This is an optimization exercise on Yosys and OpenROAD, whose aim is small area, a short achievable clock period and few clock cycles per item, not a production implementation. Only simulation tests tie the RTL to the original design; equivalence was not proved.

==> flow/design.v (outline; a module is shown in full before it is edited, if it fits) <==
// module mac_tree: 8104 lines
// module fin_mul: 1028 lines
// module net_proc: 523 lines
module net_proc (
    input logic clk,
    input logic start,
    output logic done,
    output logic [3:0] max_idx_10,
    input logic ext_mem_rst,
    input logic ext_mem_we,
    input logic [7:0] ext_mem_wdata,
    output logic [12:0] inst_addr,
    input logic [237:0] inst_data,
    output logic res_valid,
    output logic [7:0] res_data
);
  // ...
==> flow/flow/run.sh <==
#!/bin/bash
set -euo pipefail
MARGIN=${MARGIN:-6.5}
CTS="-sink_clustering_enable -repair_clock_nets -sink_clustering_size 18 -sink_clustering_max_diameter 50 -sink_clustering_buffer sky130_fd_sc_hd__clkbuf_8 -dont_use_dummy_load"
DONT=$(awk '/^export DONT_USE_CELLS \+=/ {on=1; sub(/^export DONT_USE_CELLS \+=/, "")}
           on {c = ($0 ~ /\\$/); sub(/\\$/, ""); printf "%s ", $0; if (!c) on=0}' \
       "$FLOW_HOME/platforms/$FLOW_PLATFORM/config.mk" | tr -s ' ')
DONT="$DONT sky130_fd_sc_hd__clkinvlp_2 sky130_fd_sc_hd__clkinvlp_4"
W=$(pwd)
R=$W/orfs/results/$FLOW_PLATFORM/net_proc/base
bash standard.sh "$R/1_2_yosys.v" > "$W/synth.log" 2>&1
cp "$R/1_2_yosys.v" "$W/1_2_yosys.std.v"
python3 flow/fapol.py "$W/1_2_yosys.std.v" "$W/1_2_yosys.pol.v" > "$W/fapol.log" 2>&1
cp "$W/1_2_yosys.pol.v" "$R/1_2_yosys.v"
echo "DONT_USE_CELLS=$DONT" > "$W/dont_use.log"
bash standard.sh "SETUP_SLACK_MARGIN=$MARGIN" "CTS_ARGS=$CTS" "DONT_USE_CELLS=$DONT" \
    "BUFFER_PORTS_ARGS=-buffer_cell sky130_fd_sc_hd__buf_4" finish > "$W/finish.log" 2>&1
==> flow/flow/fapol.py <==
#!/usr/bin/env python3
"""Re-choose the polarity of full-adder cells in a flat sky130 netlist to remove
inverters.  A full adder is self-dual: FA(~a,~b,~c) = (~sum, ~cout).  Inverters
next to full adders (the ones Yosys' extract_fa leaves) are removed, every full
adder is given a polarity (flipped or not) chosen greedily to need as few
inverters as possible, and the inverters that are still needed are re-inserted,
one per driver net and polarity.

usage: fapol.py IN.v OUT.v
"""
import re
import sys
from collections import defaultdict

src = open(sys.argv[1]).read()

# ---- parse the (single) module
m = re.search(r'^module\s+(\S+)\s*\((.*?)\);', src, re.S | re.M)
body_start = m.end()
body_end = src.rindex('endmodule')
head = src[:body_start]
body = src[body_start:body_end]
tail = src[body_end:]

cell_re = re.compile(r'^\s*(sky130_fd_sc_hd__\w+)\s+(\S+)\s*\((.*?)\);\s*$', re.S | re.M)
pin_re = re.compile(r'\.(\w+)\(\s*(.*?)\s*\)(?=\s*,|\s*$)', re.S)

OUTPINS = {'X', 'Y', 'Q', 'Q_N', 'SUM', 'COUT', 'HI', 'LO'}

cells = []      # dict(type, name, pins{pin: net}, span)
for cm in cell_re.finditer(body):
    typ, name, pinstr = cm.group(1), cm.group(2), cm.group(3)
    pins = {}
    for pm in pin_re.finditer(pinstr):
        pins[pm.group(1)] = pm.group(2).strip()
    cells.append({'type': typ, 'name': name, 'pins': pins, 'span': cm.span()})

# nets used outside cell instances (assign statements, ports): keep their polarity
rest = body
for c in reversed(cells):
    a, b = c['span']
    rest = rest[:a] + rest[b:]
frozen_text = "\n".join(l for l in rest.split("\n") if l.strip().startswith("assign")) + head
for l in rest.split("\n"):
    mm = re.match(r'\s*(input|output|inout)\b(.*);', l)
    if mm:
        frozen_text += "\n" + mm.group(2)


def is_fa(c):
    return re.match(r'sky130_fd_sc_hd__fa_\d', c['type']) is not None


def is_inv(c):
    return re.match(r'sky130_fd_sc_hd__inv_\d', c['type']) is not None


driver = {}
loads = defaultdict(list)   # net -> [(cell index, pin)]
for i, c in enumerate(cells):
    for p, n in c['pins'].items():
        if p in OUTPINS:
            driver[n] = (i, p)
        else:
            loads[n].append((i, p))


def net_in_text(n, text):
    return re.search(r'(?<![\w\\$.])' + re.escape(n) + r'(?![\w\[])', text) is not None


fa_ids = [i for i, c in enumerate(cells) if is_fa(c)]
fa_set = set(fa_ids)
# removable inverters: input driven by a full adder, or output feeding a full adder
rem_inv = set()
for i, c in enumerate(cells):
    if not is_inv(c):
        continue
    a, y = c['pins']['A'], c['pins']['Y']
    d = driver.get(a)
    if (d and d[0] in fa_set) or any(l[0] in fa_set for l in loads[y]):
        rem_inv.add(i)
# inverters whose output is used outside cells (ports, assigns) stay
for i in list(rem_inv):
    if net_in_text(cells[i]['pins']['Y'], frozen_text):
        rem_inv.discard(i)


def resolve(net):
    """Logical source of a net: (root net, inverted) through removable inverters."""
    inv = 0
    seen = 0
    while True:
        d = driver.get(net)
        if d and d[0] in rem_inv:
            net = cells[d[0]]['pins']['A']
            inv ^= 1
            seen += 1
            if seen > 20:
                raise SystemExit("inverter loop")
        else:
            return net, inv


# full adders whose outputs are used outside cells cannot flip
fixed = set()
for i in fa_ids:
    for p in ('SUM', 'COUT'):
        if net_in_text(cells[i]['pins'][p], frozen_text):
            fixed.add(i)

# consumers: every input pin of every non-removable cell
cons = []   # (cell, pin, root, inv)
for i, c in enumerate(cells):
    if i in rem_inv:
        continue
    for p, n in c['pins'].items():
        if p in OUTPINS:
            continue
        root, inv = resolve(n)
        cons.append((i, p, root, inv))

# per root net, who consumes it and how
by_root = defaultdict(list)
for k, (i, p, root, inv) in enumerate(cons):
    by_root[root].append(k)

phi = defaultdict(int)


def root_pol(root):
    d = driver.get(root)
    if d and d[0] in fa_set:
        return phi[d[0]]
    return 0


def need(k):
    """Physical polarity this consumer needs relative to the physical root net (1 = inverted)."""
    i, p, root, inv = cons[k]
    want = inv ^ (phi[i] if i in fa_set else 0)
    return want ^ root_pol(root)


def root_cost(root):
    ks = by_root[root]
    return 1 if any(need(k) for k in ks) else 0


# roots touched by flipping a given FA: its output roots and the roots of its inputs
fa_roots = {}
for i in fa_ids:
    rs = set()
    for p in ('SUM', 'COUT'):
        rs.add(cells[i]['pins'][p])
    for p in ('A', 'B', 'CIN'):
        rs.add(resolve(cells[i]['pins'][p])[0])
    fa_roots[i] = rs

before = sum(root_cost(r) for r in by_root)
improved = True
it = 0
while improved and it < 50:
    improved = False
    it += 1
    for i in fa_ids:
        if i in fixed:
            continue
        rs = fa_roots[i]
        c0 = sum(root_cost(r) for r in rs)
        phi[i] ^= 1
        c1 = sum(root_cost(r) for r in rs)
        if c1 < c0:
            improved = True
        else:
            phi[i] ^= 1
after = sum(root_cost(r) for r in by_root)
sys.stderr.write(f"fapol: {len(fa_ids)} full adders, {len(rem_inv)} removable inverters, "
                 f"inverted roots {before} -> {after}, flipped {sum(phi[i] for i in fa_ids)}\n")

# ---- rewrite
newpins = {i: dict(cells[i]['pins']) for i in range(len(cells))}
inv_of = {}
new_cells = []
cnt = [0]


def esc(n):
    return n + " " if n.startswith("\\") else n


def inverted(root):
    if root not in inv_of:
        cnt[0] += 1
        n = f"fapol_n{cnt[0]}"
        inv_of[root] = n
        new_cells.append(f"  sky130_fd_sc_hd__inv_1 fapol_i{cnt[0]} (\n    .A({esc(root)}),\n    .Y({n})\n  );\n")
    return inv_of[root]


for k, (i, p, root, inv) in enumerate(cons):
    newpins[i][p] = inverted(root) if need(k) else root

decls = "".join(f"  wire {n};\n" for n in sorted(inv_of.values(), key=lambda s: int(s[7:])))

out = []
pos = 0
for i, c in enumerate(cells):
    a, b = c['span']
    out.append(body[pos:a])
    pos = b
    if i in rem_inv:
        continue
    pins = newpins[i]
    ptxt = ",\n".join(f"    .{p}({esc(n)})" for p, n in pins.items())
    out.append(f"  {c['type']} {c['name']} (\n{ptxt}\n  );")
out.append(body[pos:])
newbody = decls + "".join(out) + "".join(new_cells)
open(sys.argv[2], "w").write(head + newbody + tail)
==> flow/standard.sh <==
#!/bin/bash
# synth_recipe.tcl (not shown) runs the flow's synth.tcl, then flattens the netlist and writes it again
# the make line also repeats each setting of config.mk as NAME=value (left out here)
make -C /OpenROAD-flow-scripts/flow DESIGN_CONFIG=/design/flow/config.mk WORK_HOME=/design/flow/orfs CLKGATE_MAP_FILE= SYNTH_SCRIPT=/design/flow/synth_recipe.tcl "${@:-finish}"
==> flow/config.mk <==
export PLATFORM = sky130hd
export DESIGN_NAME = net_proc
export DESIGN_NICKNAME = net_proc
export VERILOG_FILES = /design/flow/design.v
export SDC_FILE = /design/flow/constraint.sdc
export NUM_CORES = 8
export LEC_CHECK = 0
export ABC_AREA = 1
export CAP_MARGIN = 20
export CORE_MARGIN = 2
export CORE_UTILIZATION = 55
export SLEW_MARGIN = 20
export SYNTH_MEMORY_MAX_BITS = 16384
==> flow/constraint.sdc <==
create_clock -name core_clock -period 10.0 [get_ports {clk}]
set_input_delay 2.0000 -clock core_clock [delete_from_list [all_inputs] [get_ports {clk}]]
set_output_delay 2.0000 -clock core_clock [all_outputs]
set_load 0.01 [all_outputs]
==> results.sh, run 1 <==
export IMPL_status="no timing/DRC/antenna violations"
export IMPL_seq_area_sq_um=205000
export IMPL_nNonClkInverters=2145
export IMPL_drive_gt1_share_pct=13.3
export IMPL_clk_path_buf_depth=4
export IMPL_drv_cap=0
export IMPL_internal_power_mw=73.8
export IMPL_skew_ns=0.134
export IMPL_crit_path_start="f4_act[0]"
export IMPL_synth_area_per_cell_sq_um=12.9
export IMPL_fin_crit_sh_pct=36.3
export IMPL_num_antenna_cells=113
export IMPL_min_to="aring[583]"
export IMPL_crit_slowest_cell="dfxtp_4"
export IMPL_buffers_excl_clock=441
export IMPL_p_clk_mw=17.8
export IMPL_worstPathArrival_ns=1.63
export IMPL_crit_path_start_kind="flip-flop"
export IMPL_switchingPower_mw=50.8
export IMPL_post_cts_setup_buffers=30
export IMPL_cts_max_level=6
export IMPL_n_fill_cell=42400
export IMPL_netlist_area_sq_um=296000
export IMPL_clk_share_pct=3.20
export IMPL_seq_power_mw=45.4
export IMPL_power_group_top="combinational logic"
export IMPL_slew_headroom_pct=3.25
export IMPL_p_leak_nw=130
export IMPL_grt_max_degree=108
export IMPL_ant_nets=0
export IMPL_cts_sinks=9549
export IMPL_setup_viol=0
export IMPL_cts_tree="yes"
export IMPL_nClkBuffers=702
export IMPL_p_total_mw=125
export IMPL_buffer_area_share_pct=1.13
export IMPL_grt_pass1_vias=159000
export IMPL_fin_crit_ns=3.63
export IMPL_rsz0062_at_grt="yes"
export IMPL_die_w_microns=738
Testbench counts, summed over its fixed seeds: cycles 47,556, inferences 12.
==> run 2: changes to the inputs <==
--- a/flow/flow/run.sh
+++ b/flow/flow/run.sh
@@ -1,6 +1,6 @@
 #!/bin/bash
 set -euo pipefail
-MARGIN=${MARGIN:-6.5}
+MARGIN=${MARGIN:-6.7}
 CTS="-sink_clustering_enable -repair_clock_nets -sink_clustering_size 18 -sink_clustering_max_diameter 50 -sink_clustering_buffer sky130_fd_sc_hd__clkbuf_8 -dont_use_dummy_load"
 DONT=$(awk '/^export DONT_USE_CELLS \+=/ {on=1; sub(/^export DONT_USE_CELLS \+=/, "")}
            on {c = ($0 ~ /\\$/); sub(/\\$/, ""); printf "%s ", $0; if (!c) on=0}' \
==> results.sh, run 2 <==
export IMPL_track_usage_pct=28.8
export IMPL_final_cell_count_no_fill=31000
export IMPL_drt_total_wl_microns=808000
export IMPL_multiInputGateArea_sq_um=90300
export IMPL_grt_pass1_wl_microns=1130000
export IMPL_hold_violations=0
export IMPL_dieArea_sq_um=545000
export IMPL_port_buffer_count=269
export IMPL_skew_ns=0.140
export IMPL_wl_per_cell_microns=26.1
export IMPL_rows=269
export IMPL_drt_initial_drc_count=16800
export IMPL_cts_tree="yes"
export IMPL_grt_antenna_before_repair=172
export IMPL_drive_gt1_share_pct=15.9
export IMPL_setup_viol=0
export IMPL_vdd_drop_max_uv=1280
export IMPL_dpl_worst_slack_ns=5.15
export IMPL_yosysWarningCount=9
export IMPL_grt_overflow_total=0
export IMPL_cp_num_buf_inv=1
export IMPL_drv_cap=0
export IMPL_min_path_type="flip-flop to flip-flop"
export IMPL_regMostFlops="ring"
export IMPL_fin_crit_ns=3.54
export IMPL_timing_setup_tns_ns=0
export IMPL_final_cell_mix="dfxtp_1, nand2_1, inv_1, edfxtp_1, nor2_1"
export IMPL_clk_pin_slew_ns=0.10
export IMPL_root_buffer="clkbuf_16"
export IMPL_core_area_sq_um=537000
export IMPL_rsz0062_at_grt="yes"
export IMPL_cts_max_level=6
export IMPL_drtPass1Iterations=8
export IMPL_status="no timing/DRC/antenna violations"
export IMPL_io_pins=277
export IMPL_numCtsBuffers=707
export IMPL_path_delay_family="flip-flops"
export IMPL_largest_reg_flops=6264
export IMPL_insertion_delay_ns=1.11
export IMPL_cts_sinks=9549
export IMPL_fin_crit_sh_pct=35.4
export IMPL_slew_headroom_pct=18.9
export IMPL_finalNetCount=25600
export IMPL_final_common_cell="dfxtp_1"
export IMPL_clk_path_buf_depth=4
export IMPL_slowest_delay_ns=0.37
export IMPL_slew_viol_final=0
export IMPL_synth_area_per_cell_sq_um=12.9
export IMPL_p_per_area_nw_per_um2=379
export IMPL_die_w_microns=738
export IMPL_hpwl_microns=588000
export IMPL_setup_ws_ns=6.46
export IMPL_ant_nets=0
export IMPL_n_fill_cell=42000
export IMPL_path_class="flip-flop to primary output"
export IMPL_worst_path_max_fanout=2
export IMPL_reg_largest_list="ring x6264, hid x1152, aring x624"
export IMPL_crit_slowest_cell="dfxtp_4"
export IMPL_netlist_instances=23000
export IMPL_cts_hold_buf=0
export IMPL_fmax_mhz=283
export IMPL_syn_num_nets=24900
export IMPL_utilization_pct=61.9
export IMPL_placed_cell_area_sq_um=314000
export IMPL_crit_path_start_kind="flip-flop"
export IMPL_p_leak_nw=132
export IMPL_drcViolationCount=0
export IMPL_grt_max_degree=135
export IMPL_vias=167000
export IMPL_crit_required_ns=8.00
export IMPL_place_inst=29900
export IMPL_globalplace_congestion=1.02
export IMPL_grt_pass1_vias=159000
export IMPL_path_cells="buf_6"
export IMPL_worst_pin_slew_ns=1.20
export IMPL_initial_utilization_pct=55.2
export IMPL_die_h_microns=738
export IMPL_fin_area_sq_um=332000
export IMPL_reg2reg_slack_ns=6.60
export IMPL_viasPerCell=5.39
export IMPL_critPathCaptureType="primary output"
export IMPL_netlist_area_sq_um=296000
export IMPL_worstPathArrival_ns=1.54
export IMPL_p_total_mw=126
export IMPL_area_growth_pct=12.1
export IMPL_seq_area_sq_um=205000
export IMPL_whs_ns=0.244
## run 2: report_power, final
part	total, mW	internal [mW]	switching, mW
Sequential	45.4	42.7	2.68
Clock	17.9	6.96	11.0
Combinational	62.7	24.8	37.9
## run 2: layout make-up
| cell class | instances | share of cell area [%] |
|---|---|---|
| Multi-Input combinational cell | 10700 | 27.2 |
| Inverter | 2145 | 3.27 |
| Timing Repair Buffer | 580 | 1.79 |
| Tap cell | 7181 | 2.70 |
| Sequential cell | 9549 | 61.8 |
| Clock buffer | 707 | 3.16 |
| Antenna cell | 149 | 0.112 |
## run 2: final timing paths
kind | startpoint | endpoint | cells past startpoint
setup / recovery | inst_addr[0] | inst_addr[0] | 1
hold / removal | aring[442] | aring[418] | 0
hold reg to reg | aring[442] | aring[418] | 0
setup reg to reg | phb_oh[0] | ring[6159] | 5
## run 2: repair_timing
action,in CTS,in global routing
gates cloned,0,9
endpoints found under the setup margin,1821,958
pin swaps,115,372
gates resized for setup,700,837
setup buffers,77,103
## run 2: per-layer routing
metal	vias to the layer above	global-route usage, %	routed length (microns)
li1	76500	-	-
met1	82500	41.3	352000
met2	6368	42.8	348000
met3	1400	5.60	66700
met4	42	12.8	41800
met5	-	0	308

-- what the ideal ports hide --
The flow's constraints put no driver on any port. The routed layouts listed below were extracted and timed again, unchanged, in two steps. Step 1: set_driving_cell puts a clkbuf_16 on clk and a buf_2 on each other input, an assumption about the parent block. Step 2 moves the port delays by t, midway between the first and last clock arrival at a register: inputs arrive t later, outputs are due t later. That takes back most of the time a late clock gives input paths. Three values: no drivers, after step 1, after step 2; two values: the first two.
run | shift t [ns] | setup WS [ns] | worst register clock-pin slew, ns
run 1 | 1.165 | 6.370 / 6.198 / 5.033 | 0.11 / 0.11
run 2 | 1.165 | 6.461 / 6.336 / 5.213 | 0.11 / 0.11
After both steps every run listed still meets setup and hold. The setup slack of run 1, which loses most, moves by -0.172 ns with the drivers and by -1.337 ns with both steps.
